Context: an optimization exercise on an open-source flow, tuned for small area. The choices shown serve that exercise and are no tape-out recipe.
Only simulation tests tie the RTL to the original design; equivalence was not proved.
No driver is modelled on the clock port, so clock power and skew are understated where the tree is cut down; a real chip needs a root buffer or a tree.
Power is estimated from default activity; no workload was simulated.

// uart
module uart (clk,reset_n,rx,cts_n,tx,rts_n,tx_data,data_bit_num,stop_bit_num,parity_en,parity_type,start_tx,rx_data,tx_done,rx_done,parity_error);
For scale: about 150 cells after synthesis, roughly 31 I/O pins.
Settings: LEC_CHECK=0, CAP_MARGIN=0, CORE_AREA=2 2 62 62, DIE_AREA=0 0 64 64, GPL_TIMING_DRIVEN=0, PLACE_DENSITY=0.95, SLEW_MARGIN=0; clock period 10.0 ns.
standard.sh (not shown) runs the stock make flow with config.mk's settings and CLKGATE_MAP_FILE= SYNTH_SCRIPT=/design/flow/synth_recipe.tcl, a recipe that flattens the netlist after the stock synthesis.
==> flow/flow/run.sh <==
#!/bin/bash
# Own layout flow:
#  1. the standard synthesis (bash standard.sh synth), unchanged;
#  2. an area-oriented re-mapping of its combinational logic with Yosys/ABC
#     (flow/remap.tcl; ABC's deepsyn with 16 seeds, the smallest result
#     that flow/equiv.tcl proves equivalent is kept); the registers are left
#     exactly as synthesized;
#  3. the standard ORFS floorplan and placement of that netlist, with the
#     smallest buffer (buf_1) on each port but reset_n's, which gets a
#     buf_2 after global placement (flow/reset_buf.tcl);
#  5. the standard ORFS routing and finishing.
# Each tool's output goes to a log file of its own in this folder.
set -euo pipefail
R=orfs/results/sky130hd/uart/base
PORTBUF="BUFFER_PORTS_ARGS=-buffer_cell sky130_fd_sc_hd__buf_1"
bash standard.sh synth > 1_standard_synth.log 2>&1
cp $R/1_2_yosys.v 1_2_yosys_standard.v

best=1_2_yosys_standard.v
besta=999999
for round in "1 2 3 4" "5 6 7 8" "9 10 11 12" "13 14 15 16"; do
  for s in $round; do
    printf 'strash\n&get -n\n&deepsyn -T 30 -S %s\n&put\ndch -f\namap\n' $s > 2_remap_$s.abc
    ( REMAP_SCRIPT=2_remap_$s.abc REMAP_TAG=2_remap_$s yosys -c flow/remap.tcl > 2_remap_$s.log 2>&1 || true ) &
  done
  wait
done
for s in $(seq 1 16); do
  [ -f 2_remap_$s.v ] || continue
  a=$(awk '/Chip area for module/ {print $NF}' 2_remap_${s}_after.txt)
  if REMAP_TAG=2_remap_$s yosys -c flow/equiv.tcl > 2_equiv_$s.log 2>&1; then ok=1; else ok=0; fi
  echo "seed $s area $a equivalent $ok" >> 2_remap_choice.log
  if [ $ok = 1 ] && awk -v a="$a" -v b="$besta" 'BEGIN {exit !(a < b)}'; then best=2_remap_$s.v; besta=$a; fi
done
echo "chosen $best" >> 2_remap_choice.log
cp $best $R/1_2_yosys.v

RA=$PWD/$R
bash standard.sh "$PORTBUF" $RA/3_3_place_gp.odb > 3_place_gp.log 2>&1
RB_ODB=$RA/3_3_place_gp.odb openroad -no_init -exit flow/reset_buf.tcl > 3_reset_buf.log 2>&1
bash standard.sh "$PORTBUF" place > 3_place.log 2>&1
export CLK_IN=$R/3_place.odb CLK_SDC=$R/3_place.sdc
chosen=""
for cfg in "1 sky130_fd_sc_hd__clkbuf_8" "2 sky130_fd_sc_hd__clkbuf_4" "3 sky130_fd_sc_hd__clkbuf_4" "1 sky130_fd_sc_hd__clkbuf_16" "2 sky130_fd_sc_hd__clkbuf_8" "4 sky130_fd_sc_hd__clkbuf_4" "3 sky130_fd_sc_hd__clkbuf_8" "4 sky130_fd_sc_hd__clkbuf_8"; do
  set -- $cfg
  tag=$1_${2#sky130_fd_sc_hd__}
  export CLK_NBUF=$1 CLK_CELL=$2 CLK_OUT=4_clock_$tag.odb
  openroad -no_init -exit flow/clock.tcl > 4_clock_$tag.log 2>&1
  openroad -no_init -exit flow/clock_slew.tcl > 4_clock_slew_$tag.log 2>&1
  slew=$(awk '/^CLOCK_SLEW/ {print $2}' 4_clock_slew_$tag.log)
  echo "$tag $slew" >> 4_clock_choice.log
  if awk -v s="$slew" 'BEGIN {exit !(s < 0.115)}'; then chosen=$CLK_OUT; break; fi
done
[ -n "$chosen" ] || chosen=$CLK_OUT
echo "chosen $chosen" >> 4_clock_choice.log
cp $chosen $R/4_1_cts.odb
cp $chosen $R/4_cts.odb
cp $R/3_place.sdc $R/4_cts.sdc
bash standard.sh "$PORTBUF" finish > 5_finish.log 2>&1
==> flow/flow/remap.tcl <==
# Area-oriented re-mapping of the combinational logic of the standard
# synthesis netlist. The registers (their instances, names and cell types)
# are kept exactly as the standard synthesis made them.
set lib $::env(FLOW_HOME)/platforms/sky130hd/lib/sky130_fd_sc_hd__tt_025C_1v80.lib
set seq {sky130_fd_sc_hd__df* sky130_fd_sc_hd__edf* sky130_fd_sc_hd__sdf* sky130_fd_sc_hd__sedf* sky130_fd_sc_hd__dl*}
set dont_use {sky130_fd_sc_hd__lpflow_bleeder_1 sky130_fd_sc_hd__lpflow_clkbufkapwr_1 sky130_fd_sc_hd__lpflow_clkbufkapwr_16 sky130_fd_sc_hd__lpflow_clkbufkapwr_2 sky130_fd_sc_hd__lpflow_clkbufkapwr_4 sky130_fd_sc_hd__lpflow_clkbufkapwr_8 sky130_fd_sc_hd__lpflow_clkinvkapwr_1 sky130_fd_sc_hd__lpflow_clkinvkapwr_16 sky130_fd_sc_hd__lpflow_clkinvkapwr_2 sky130_fd_sc_hd__lpflow_clkinvkapwr_4 sky130_fd_sc_hd__lpflow_clkinvkapwr_8 sky130_fd_sc_hd__lpflow_decapkapwr_12 sky130_fd_sc_hd__lpflow_decapkapwr_3 sky130_fd_sc_hd__lpflow_decapkapwr_4 sky130_fd_sc_hd__lpflow_decapkapwr_6 sky130_fd_sc_hd__lpflow_decapkapwr_8 sky130_fd_sc_hd__lpflow_inputiso0n_1 sky130_fd_sc_hd__lpflow_inputiso0p_1 sky130_fd_sc_hd__lpflow_inputiso1n_1 sky130_fd_sc_hd__lpflow_inputiso1p_1 sky130_fd_sc_hd__lpflow_inputisolatch_1 sky130_fd_sc_hd__lpflow_isobufsrc_1 sky130_fd_sc_hd__lpflow_isobufsrc_16 sky130_fd_sc_hd__lpflow_isobufsrc_2 sky130_fd_sc_hd__lpflow_isobufsrc_4 sky130_fd_sc_hd__lpflow_isobufsrc_8 sky130_fd_sc_hd__lpflow_isobufsrckapwr_16 sky130_fd_sc_hd__lpflow_lsbuf_lh_hl_isowell_tap_1 sky130_fd_sc_hd__lpflow_lsbuf_lh_hl_isowell_tap_2 sky130_fd_sc_hd__lpflow_lsbuf_lh_hl_isowell_tap_4 sky130_fd_sc_hd__lpflow_lsbuf_lh_isowell_4 sky130_fd_sc_hd__lpflow_lsbuf_lh_isowell_tap_1 sky130_fd_sc_hd__lpflow_lsbuf_lh_isowell_tap_2 sky130_fd_sc_hd__lpflow_lsbuf_lh_isowell_tap_4 sky130_fd_sc_hd__probe_p_8 sky130_fd_sc_hd__probec_p_8 }
set du_args {}
foreach c $dont_use { lappend du_args -dont_use $c }

yosys read_liberty -ignore_miss_func $lib
yosys read_verilog 1_2_yosys_standard.v
yosys hierarchy -top uart
yosys setattr -mod -set keep_hierarchy 1 {*}$seq
yosys flatten -noscopeinfo
yosys rename -hide w:*.*
yosys blackbox {*}$seq
yosys opt_clean
yosys tee -o $::env(REMAP_TAG)_before.txt stat -liberty $lib uart
yosys abc -liberty $lib {*}$du_args -script $::env(REMAP_SCRIPT) uart
yosys opt_clean -purge
yosys read_liberty -lib -overwrite $lib
yosys hilomap -singleton -hicell sky130_fd_sc_hd__conb_1 HI -locell sky130_fd_sc_hd__conb_1 LO
yosys splitnets
yosys opt_clean -purge
yosys read_liberty -lib -overwrite $lib
yosys tee -o $::env(REMAP_TAG)_after.txt stat -liberty $lib uart
yosys check -assert -mapped uart
yosys select uart
yosys write_verilog -noattr -nohex -nodec -selected $::env(REMAP_TAG).v
==> flow/flow/reset_buf.tcl <==
# The reset port drives the asynchronous reset pins of most registers; give
# its port buffer a drive of 2 (buf_2) so that no further buffering is needed.
read_db $::env(RB_ODB)
set db [ord::get_db]
set block [ord::get_db_block]
set net [$block findNet reset_n]
foreach it [$net getITerms] {
  set inst [$it getInst]
  set m [[$inst getMaster] getName]
  if {[string match sky130_fd_sc_hd__buf_* $m]} {
    puts "port buffer [$inst getName] ($m) -> sky130_fd_sc_hd__buf_2"
    $inst swapMaster [$db findMaster sky130_fd_sc_hd__buf_2]
  }
}
write_db $::env(RB_ODB)
Other scripts of this flow, unchanged in this note and not shown: flow/flow/clock.tcl, flow/flow/clock_slew.tcl, flow/flow/equiv.tcl
The baseline finished clean.
Rerun with:
--- a/flow/flow/run.sh
+++ b/flow/flow/run.sh
@@ -8,4 +8,3 @@
 #  3. the standard ORFS floorplan and placement of that netlist, with the
-#     smallest buffer (buf_1) on each port but reset_n's, which gets a
-#     buf_2 after global placement (flow/reset_buf.tcl);
+#     smallest buffer (buf_1) on each port;
 #  5. the standard ORFS routing and finishing.
@@ -37,5 +36,2 @@
 
-RA=$PWD/$R
-bash standard.sh "$PORTBUF" $RA/3_3_place_gp.odb > 3_place_gp.log 2>&1
-RB_ODB=$RA/3_3_place_gp.odb openroad -no_init -exit flow/reset_buf.tcl > 3_reset_buf.log 2>&1
 bash standard.sh "$PORTBUF" place > 3_place.log 2>&1
--- a/flow/flow/remap.tcl
+++ b/flow/flow/remap.tcl
@@ -22,2 +22,3 @@
 yosys hilomap -singleton -hicell sky130_fd_sc_hd__conb_1 HI -locell sky130_fd_sc_hd__conb_1 LO
+yosys insbuf -buf sky130_fd_sc_hd__buf_1 A X
 yosys splitnets
- PLACE_DENSITY: 0.95 -> 0.85
removed: flow/flow/reset_buf.tcl
Wire length drops slightly.
Core utilization rises by 0.11 points.
Power stays flat.
Hold slack barely changes.
Maximum frequency falls slightly.
Via count came out lower by a few percent.
Die area does not change.
Sequential share of layout area goes down by 0.12 points.
Cell area stays flat.
Clock power rose slightly.
Area after synthesis barely changes.
Rerun with:
--- a/flow/flow/run.sh
+++ b/flow/flow/run.sh
@@ -8,3 +8,4 @@
 #  3. the standard ORFS floorplan and placement of that netlist, with the
-#     smallest buffer (buf_1) on each port;
+#     smallest buffer (buf_1) on each port but reset_n's, which gets a
+#     buf_2 after global placement (flow/reset_buf.tcl);
 #  5. the standard ORFS routing and finishing.
@@ -36,2 +37,5 @@
 
+RA=$PWD/$R
+bash standard.sh "$PORTBUF" $RA/3_3_place_gp.odb > 3_place_gp.log 2>&1
+RB_ODB=$RA/3_3_place_gp.odb openroad -no_init -exit flow/reset_buf.tcl > 3_reset_buf.log 2>&1
 bash standard.sh "$PORTBUF" place > 3_place.log 2>&1
--- a/flow/flow/remap.tcl
+++ b/flow/flow/remap.tcl
@@ -22,3 +22,2 @@
 yosys hilomap -singleton -hicell sky130_fd_sc_hd__conb_1 HI -locell sky130_fd_sc_hd__conb_1 LO
-yosys insbuf -buf sky130_fd_sc_hd__buf_1 A X
 yosys splitnets
==> flow/flow/reset_buf.tcl (new file) <==
# The reset port drives the asynchronous reset pins of most registers; give
# its port buffer a drive of 2 (buf_2) so that no further buffering is needed.
read_db $::env(RB_ODB)
set db [ord::get_db]
set block [ord::get_db_block]
set net [$block findNet reset_n]
foreach it [$net getITerms] {
  set inst [$it getInst]
  set m [[$inst getMaster] getName]
  if {[string match sky130_fd_sc_hd__buf_* $m]} {
    puts "port buffer [$inst getName] ($m) -> sky130_fd_sc_hd__buf_2"
    $inst swapMaster [$db findMaster sky130_fd_sc_hd__buf_2]
  }
}
write_db $::env(RB_ODB)
The changed run produced a clean layout.
Wire length shrinks by 2.4%.
Core utilization shrinks by 0.11 points.
Clock power shrinks by about 1%.
Fmax barely changes.
Power shrinks by 0.42%.
Rerun with:
--- a/flow/flow/remap.tcl
+++ b/flow/flow/remap.tcl
@@ -22,2 +22,3 @@
 yosys hilomap -singleton -hicell sky130_fd_sc_hd__conb_1 HI -locell sky130_fd_sc_hd__conb_1 LO
+yosys insbuf -buf sky130_fd_sc_hd__buf_1 A X
 yosys splitnets
The new run produced a clean layout. Core utilization increases by 0.11 points. Worst setup slack barely changes. First-iteration DRC count drops by 72%. Worst hold slack loses 11 ps. Global-route usage climbs by 0.24 points. Power is higher by 0.42%. Combinational power climbs by about 1%. Via count went up by 1.8%. Final area hardly moves. Sequential share of layout area decreases by 0.12 points. Sequential power barely changes.
No run of this note takes its clock network from TritonCTS; it comes from the design's own scripts or RTL.

========
uart, a different RTL version from the one above (not shown whole).
Size in the first run: roughly 150 cells after synthesis, about 31 I/O pins, ~1500 sq um of cells after synthesis.
Settings: LEC_CHECK=0, CAP_MARGIN=0, CORE_AREA=2 2 62 62, DIE_AREA=0 0 64 64, GPL_TIMING_DRIVEN=0, PLACE_DENSITY=0.85, SLEW_MARGIN=0; clock period 10.0 ns.
==> flow/flow/run.sh <==
#!/bin/bash
# Own layout flow:
#  1. the standard synthesis (bash standard.sh synth), unchanged;
#  2. an area-oriented re-mapping of its combinational logic with Yosys/ABC
#     (flow/remap.tcl; ABC's deepsyn with 8 seeds, the smallest result
#     that flow/equiv.tcl proves equivalent is kept); the registers are left
#     exactly as synthesized;
#  3. the standard ORFS floorplan and placement of that netlist, with the
#     smallest buffer (buf_1) on each port;
#  5. the standard ORFS routing and finishing.
# Each tool's output goes to a log file of its own in this folder.
set -euo pipefail
R=orfs/results/sky130hd/uart/base
PORTBUF="BUFFER_PORTS_ARGS=-buffer_cell sky130_fd_sc_hd__buf_1"
bash standard.sh synth > 1_standard_synth.log 2>&1
cp $R/1_2_yosys.v 1_2_yosys_standard.v

best=1_2_yosys_standard.v
besta=999999
for round in "1 2 3 4" "5 6 7 8"; do
  for s in $round; do
    printf 'strash\n&get -n\n&deepsyn -T 30 -S %s\n&put\ndch -f\namap\n' $s > 2_remap_$s.abc
    ( REMAP_SCRIPT=2_remap_$s.abc REMAP_TAG=2_remap_$s yosys -c flow/remap.tcl > 2_remap_$s.log 2>&1 || true ) &
  done
  wait
done
for s in 1 2 3 4 5 6 7 8; do
  [ -f 2_remap_$s.v ] || continue
  a=$(awk '/Chip area for module/ {print $NF}' 2_remap_${s}_after.txt)
  if REMAP_TAG=2_remap_$s yosys -c flow/equiv.tcl > 2_equiv_$s.log 2>&1; then ok=1; else ok=0; fi
  echo "seed $s area $a equivalent $ok" >> 2_remap_choice.log
  if [ $ok = 1 ] && awk -v a="$a" -v b="$besta" 'BEGIN {exit !(a < b)}'; then best=2_remap_$s.v; besta=$a; fi
done
echo "chosen $best" >> 2_remap_choice.log
cp $best $R/1_2_yosys.v

bash standard.sh "$PORTBUF" place > 3_place.log 2>&1
export CLK_IN=$R/3_place.odb CLK_SDC=$R/3_place.sdc
chosen=""
for cfg in "1 sky130_fd_sc_hd__clkbuf_8" "2 sky130_fd_sc_hd__clkbuf_4" "3 sky130_fd_sc_hd__clkbuf_4" "1 sky130_fd_sc_hd__clkbuf_16" "2 sky130_fd_sc_hd__clkbuf_8" "4 sky130_fd_sc_hd__clkbuf_4" "3 sky130_fd_sc_hd__clkbuf_8" "4 sky130_fd_sc_hd__clkbuf_8"; do
  set -- $cfg
  tag=$1_${2#sky130_fd_sc_hd__}
  export CLK_NBUF=$1 CLK_CELL=$2 CLK_OUT=4_clock_$tag.odb
  openroad -no_init -exit flow/clock.tcl > 4_clock_$tag.log 2>&1
  openroad -no_init -exit flow/clock_slew.tcl > 4_clock_slew_$tag.log 2>&1
  slew=$(awk '/^CLOCK_SLEW/ {print $2}' 4_clock_slew_$tag.log)
  echo "$tag $slew" >> 4_clock_choice.log
  if awk -v s="$slew" 'BEGIN {exit !(s < 0.110)}'; then chosen=$CLK_OUT; break; fi
done
[ -n "$chosen" ] || chosen=$CLK_OUT
echo "chosen $chosen" >> 4_clock_choice.log
cp $chosen $R/4_1_cts.odb
cp $chosen $R/4_cts.odb
cp $R/3_place.sdc $R/4_cts.sdc
bash standard.sh "$PORTBUF" finish > 5_finish.log 2>&1
Other scripts of this flow, unchanged in this note and not shown: flow/flow/clock.tcl, flow/flow/clock_slew.tcl, flow/flow/equiv.tcl, flow/flow/remap.tcl
Then changed:
CAP_MARGIN = 20   (was 0)
GPL_TIMING_DRIVEN = unset   (was 0)
SLEW_MARGIN = 20   (was 0)
Worst setup slack is better by 0.032 ns.
Hold slack improved by 0.014 ns.
Critical path depth is unchanged.
Wire length hardly moves.
Clock power is lower by about 1%.
Then changed:
CAP_MARGIN = 5   (was 20)
SLEW_MARGIN = 5   (was 20)
The changed run passed the timing, design-rule and antenna checks.
Final area is unchanged.
Cell count stays the same.
Routed wire length is unchanged.
Maximum frequency stays the same.
Critical path depth stays the same.
Via count is unchanged.
Clock skew does not change.
Utilization does not change.
Global-route usage does not change.
Sequential power hardly moves.
Total power does not change.
Then changed:
GPL_TIMING_DRIVEN = 0   (was unset)
After rerunning:
- synthesized area is unchanged
- final area hardly moves
- synthesized cell count stays the same
- sequential power stays flat
- cell count is unchanged
- global-route usage went down by 0.60 points
- maximum frequency went down by 0.65%
- die area stays the same
- first-iteration DRC count went up by 41%
- via count went up by 2.0%
- power barely changes
No run of this note takes its clock network from TritonCTS; it comes from the design's own scripts or RTL.

-- re-timing with driven ports --
Ports are ideal in the flow. The routed layouts listed here were re-timed in OpenROAD. Step 1, drivers: a clkbuf_16 drives clk and a buf_2 each remaining input, both assumed. Step 2 moves the port delays by t, midway between the first and last clock arrival at a register: inputs arrive t later, outputs are due t later. That takes back most of the time a late clock gives input paths. Slacks: no drivers / after step 1 / after step 2; pairs: no drivers / after step 1.
run	shift t [ns]	setup slack, ns	latest minus earliest clock arrival (ns)	worst register clock-pin slew, ns	worst data-port slew with drivers (ns)
the first run of note 1	0.195	5.021 / 4.998 / 4.998	0.012 / 0.011	0.11 / 0.11	0.03
the second run of note 1	0.192	4.974 / 4.949 / 4.949	0.003 / 0.003	0.10 / 0.10	0.04
the third run of note 1	0.193	4.972 / 4.947 / 4.947	0.007 / 0.007	0.11 / 0.11	0.03
the fourth run of note 1	0.192	4.974 / 4.949 / 4.949	0.003 / 0.003	0.10 / 0.10	0.04
the first run of note 2	0.198	5.051 / 5.028 / 5.028	0.016 / 0.015	0.10 / 0.10	0.04
the second run of note 2	0.199	5.083 / 5.057 / 5.057	0.006 / 0.006	0.09 / 0.09	0.03
the third run of note 2	0.199	5.083 / 5.057 / 5.057	0.006 / 0.006	0.09 / 0.09	0.03
the fourth run of note 2	0.198	5.050 / 5.028 / 5.028	0.016 / 0.016	0.10 / 0.10	0.03
After both steps setup and hold are still met in every run listed.
